This is an optimization exercise on Yosys and OpenROAD, whose aim is small area, a short achievable clock period and few clock cycles, not a production implementation. Only simulation tests tie the RTL to the original design; equivalence was not proved.

## v6
## MiniSRC
module MiniSRC (
input clr, clk,
input  [31:0] mem_rdata,
output [8:0]  mem_addr,
output [31:0] mem_wdata,
output        mem_we,
input  [31:0] in_port,
output [31:0] out_port,
output        out_we,
output run
);
==> module MiniSRC, before the edit <==
module MiniSRC (
input clr, clk,
input  [31:0] mem_rdata,
output [8:0]  mem_addr,
output [31:0] mem_wdata,
output        mem_we,
input  [31:0] in_port,
output [31:0] out_port,
output        out_we,
output run
);
	reg [31:0] pc;           
	reg [31:0] ir;           
	reg        irv;          
	reg        halted;
	reg        xo;           
	reg        memc;         
	reg        mwe;          
	reg [3:0]  mra;          
	reg [31:0] mdr;
	reg [31:0] outr;
	reg [15:0] rv;           
	wire [4:0] op = ir[31:27];
	wire [3:0] ra = ir[26:23];
	wire [3:0] rb = ir[22:19];
	wire [3:0] rc = ir[18:15];
	wire [31:0] C = {{14{ir[17]}}, ir[17:0]};
	wire op_ld   = op == 5'b00000;
	wire op_ldi  = op == 5'b00001;
	wire op_st   = op == 5'b00010;
	wire op_add  = op == 5'b00011;
	wire op_sub  = op == 5'b00100;
	wire op_and  = op == 5'b00101;
	wire op_or   = op == 5'b00110;
	wire op_shr  = op == 5'b00111;
	wire op_shra = op == 5'b01000;
	wire op_shl  = op == 5'b01001;
	wire op_ror  = op == 5'b01010;
	wire op_rol  = op == 5'b01011;
	wire op_addi = op == 5'b01100;
	wire op_andi = op == 5'b01101;
	wire op_ori  = op == 5'b01110;
	wire op_mul  = op == 5'b01111;
	wire op_div  = op == 5'b10000;
	wire op_neg  = op == 5'b10001;
	wire op_not  = op == 5'b10010;
	wire op_br   = op == 5'b10011;
	wire op_jr   = op == 5'b10100;
	wire op_jal  = op == 5'b10101;
	wire op_in   = op == 5'b10110;
	wire op_out  = op == 5'b10111;
	wire op_mfhi = op == 5'b11000;
	wire op_mflo = op == 5'b11001;
	wire op_halt = op == 5'b11011;
	wire three_reg = op_add | op_sub | op_and | op_or | op_shr | op_shra |
	                 op_shl | op_ror | op_rol;
	wire use_c     = op_ld | op_ldi | op_st | op_addi | op_andi | op_ori | op_br;
	wire baout     = op_ld | op_ldi | op_st;    
	wire [3:0] ad2 = three_reg ? rc : op_neg ? rb : ra;
	wire [31:0] r1, r2;
	wire        we;
	wire [3:0]  widx;
	wire [31:0] wdata;
	wire [15:0] rv1 = rv & {{15{~op_neg}}, ~op_neg & ~baout};
	wire [15:0] rv2 = rv & {15'h7FFF, ~op_st};
	RegFile regfile(clk, we, widx, wdata, rv1, rv2, rb, ad2, r1, r2);
	wire [31:0] a  = r1;
	wire [31:0] bo = use_c ? C : r2;
	wire [31:0] hi, neg_lo;
	wire busy;
	wire ex    = irv & ~memc & ~halted;
	wire hazard = op_mul | op_div | op_mfhi | op_mflo;
	wire go    = ex & ~(busy & hazard);
	wire sub_op = op_sub | op_neg;
	wire [31:0] add_x = op_br ? pc : a;
	wire [31:0] add_y = bo;
	wire [31:0] sum;
	wire sum_co;
	AddSk #(32) alu_add(add_x, sub_op ? ~add_y : add_y, sub_op, sum, sum_co);
	wire [31:0] sh_v;
	Shifter shifter(a, r2, op_shl | op_rol, op_shra, op_ror | op_rol, sh_v);
	reg [31:0] xres;
	always @(*) begin
		case (op)
			5'b00101, 5'b01101: xres = a & bo;
			5'b00110, 5'b01110: xres = a | bo;
			5'b00111, 5'b01000, 5'b01001, 5'b01010, 5'b01011: xres = sh_v;
			5'b10010: xres = ~a;
			5'b10110: xres = in_port;
			5'b11000: xres = hi;
			5'b11001: xres = neg_lo;
			5'b10101: xres = pc;
			default:  xres = sum;
		endcase
	end
	wire wr_x = op_ldi | three_reg | op_addi | op_andi | op_ori | op_neg |
	            op_not | op_in | op_mfhi | op_mflo | op_jal;
	assign we    = (go & wr_x) | (memc & ~mwe);
	assign widx  = memc ? mra : (op_jal ? 4'd15 : ra);
	assign wdata = memc ? mem_rdata : xres;
	wire zero = (r2 == 32'b0);
	reg cond;
	always @(*) begin
		case (ir[20:19])
			2'b00: cond = zero;
			2'b01: cond = ~zero;
			2'b10: cond = ~r2[31];
			default: cond = r2[31];
		endcase
	end
	wire [31:0] btarget = sum;
	wire redirect = go & ((op_br & cond) | op_jr | op_jal);
	wire [31:0] rtarget = op_br ? btarget : (op_jal && ra == 4'd15) ? pc : r2;
	wire fetch = ~halted & ~memc & (~irv | go);
	wire [31:0] pc_inc;
	IncRC #(32) pc_add(pc, 1'b1, pc_inc);
	wire [31:0] pc_next  = redirect ? rtarget : fetch ? pc_inc : pc;
	wire        xo_next  = redirect ? 1'b0 : fetch ? (mem_rdata[31:27] == 5'b10111) : xo;
	wire        memc_next = go & (op_ld | op_st);
	wire        halt_next = halted | (go & op_halt);
	reg  [8:0]  maddr;
	reg         owe;
	reg         running;
	always @(posedge clk or posedge clr) begin
		if (clr) begin
			pc <= 32'b0; irv <= 1'b0; xo <= 1'b0; halted <= 1'b0; memc <= 1'b0; mwe <= 1'b0;
			outr <= 32'b0; rv <= 16'b0; maddr <= 9'b0; owe <= 1'b0; running <= 1'b1;
		end else begin
			memc <= memc_next;
			mwe <= go & op_st;
			halted <= halt_next;
			running <= ~halt_next;
			owe <= xo_next & ~memc_next & ~halt_next;
			xo <= xo_next;
			pc <= pc_next;
			maddr <= memc_next ? sum[8:0] : pc_next[8:0];
			if (we) rv[widx] <= 1'b1;
			if (go & op_out) outr <= r2;
			if (redirect) irv <= 1'b0;
			else if (fetch) irv <= 1'b1;
		end
	end
	always @(posedge clk) begin
		if (fetch) ir <= mem_rdata;
		if (go & (op_ld | op_st)) begin
			mra <= ra;
			mdr <= r2;
		end
	end
	assign mem_addr  = maddr;
	assign mem_wdata = mdr;
	assign mem_we    = mwe;
	assign out_port  = outr;
	assign out_we    = owe;
	assign run       = running;
	MulDiv muldiv(clk, clr, go & op_mul, go & op_div, r2, r1, hi, neg_lo, busy);
endmodule
Settings: LEC_CHECK=0, ABC_AREA=1, CAP_MARGIN=20, CORE_MARGIN=2, CORE_UTILIZATION=45, SLEW_MARGIN=20; clock period 36.0 ns.
standard.sh (not shown) runs the stock make flow with config.mk's settings and CLKGATE_MAP_FILE= SYNTH_SCRIPT=/design/flow/synth_recipe.tcl, a recipe that flattens the netlist after the stock synthesis.
==> flow/flow/run.sh <==
#!/bin/bash
# The standard layout (standard.sh: ORFS from synthesis to finish, with
# the standard synthesis unchanged), with one difference: the timing repair
# passes that ORFS runs after floorplan, CTS and global routing aim at
# SETUP_SLACK_MARGIN ns of slack beyond the constraint, so they size and
# buffer every path slower than 36 - 27.5 = 8.5 ns. The SDC (clock period,
# I/O delays, loads) is the standard flow's, unchanged.
set -euo pipefail
cd "$(dirname "$0")/.."
bash standard.sh SETUP_SLACK_MARGIN=27.5 finish > orfs_make.log 2>&1
Testbench counts of v6, summed over its fixed seeds: cycles 140,964.
The inputs of v7 differ from those of v6 as listed below.
diff --git a/flow/design.v b/flow/design.v
--- a/flow/design.v
+++ b/flow/design.v
@@ -142,9 +142,8 @@
 			5'b00101, 5'b01101: xres = a & bo;
 			5'b00110, 5'b01110: xres = a | bo;
 			5'b00111, 5'b01000, 5'b01001, 5'b01010, 5'b01011: xres = sh_v;
 			5'b10010: xres = ~a;
-			5'b10110: xres = in_port;
 			5'b11000: xres = hi;
 			5'b11001: xres = neg_lo;
 			5'b10101: xres = pc;
 			default:  xres = sum;
@@ -153,9 +152,9 @@
 	wire wr_x = op_ldi | three_reg | op_addi | op_andi | op_ori | op_neg |
 	            op_not | op_in | op_mfhi | op_mflo | op_jal;
 	assign we    = (go & wr_x) | (memc & ~mwe);
 	assign widx  = memc ? mra : (op_jal ? 4'd15 : ra);
-	assign wdata = memc ? mem_rdata : xres;
+	assign wdata = memc ? mem_rdata : op_in ? in_port : xres;
 	wire zero = (r2 == 32'b0);
 	reg cond;
 	always @(*) begin
 		case (ir[20:19])
@@ -176,18 +175,16 @@
 	wire        memc_next = go & (op_ld | op_st);
 	wire        halt_next = halted | (go & op_halt);
 	reg  [8:0]  maddr;
 	reg         owe;
-	reg         running;
 	always @(posedge clk or posedge clr) begin
 		if (clr) begin
 			pc <= 32'b0; irv <= 1'b0; xo <= 1'b0; halted <= 1'b0; memc <= 1'b0; mwe <= 1'b0;
-			outr <= 32'b0; rv <= 16'b0; maddr <= 9'b0; owe <= 1'b0; running <= 1'b1;
+			outr <= 32'b0; rv <= 16'b0; maddr <= 9'b0; owe <= 1'b0;
 		end else begin
 			memc <= memc_next;
 			mwe <= go & op_st;
 			halted <= halt_next;
-			running <= ~halt_next;
 			owe <= xo_next & ~memc_next & ~halt_next;
 			xo <= xo_next;
 			pc <= pc_next;
 			maddr <= memc_next ? sum[8:0] : pc_next[8:0];
@@ -208,9 +205,9 @@
 	assign mem_wdata = mdr;
 	assign mem_we    = mwe;
 	assign out_port  = outr;
 	assign out_we    = owe;
-	assign run       = running;
+	assign run       = ~halted;
 	MulDiv muldiv(clk, clr, go & op_mul, go & op_div, r2, r1, hi, neg_lo, busy);
 endmodule
 module Shifter(input [31:0] x, input [31:0] n, input left, arith, rotate,
 	output [31:0] y);
The flow did not stop early for v6: all stages ran, and the layout cleared the timing, DRC and antenna checks. Looking at the reports, v7 completed the entire flow and the layout it produced met the timing, DRC and antenna checks. Placeable core region: higher on v6. As of v7, routed wirelength normalized by instance count had fallen by a few percent compared to v6. Slowest stage cell on the critical path = dfrtp_2: v7; slowest stage cell on the critical path = edfxtp_1: v6. When the final numbers for v6 and v7 were put side by side, the post-synthesis cell type count turned out to be greater in v6. Max setup slack across v6 and v7: v7. Of v6 and v7, the run reporting the higher first-iteration detailed-routing DRC count was v6.
Testbench counts of v7, summed over its fixed seeds: cycles 140,964.

[static timing again, ports no longer ideal]
Ports are ideal in the flow. The routed layouts listed here were re-timed in OpenROAD.
Step 1, drivers: a clkbuf_16 drives clk and a buf_2 each remaining input, both assumed.
Step 2 adds t to the input delays and takes it off the output delays; t is the mean of the earliest and latest rising clock arrival at the registers after step 1. Input paths then give back, and output paths get back, about the clock's delay inside the block.
Slacks: ideal ports / drivers / drivers and shift; pairs: ideal ports / drivers.
run	t (ns)	slack for setup (ns)	hold slack, ns	cell pins on the clock port's net
v6	0.773	27.381 / 27.305 / 26.708	0.479 / 0.479 / 0.479	1
v7	0.760	27.413 / 27.340 / 26.842	0.477 / 0.477 / 0.477	1
After both steps every run listed still meets setup and hold. The setup slack of v6, which loses most, moves by -0.076 ns with the drivers and by -0.673 ns with both steps.
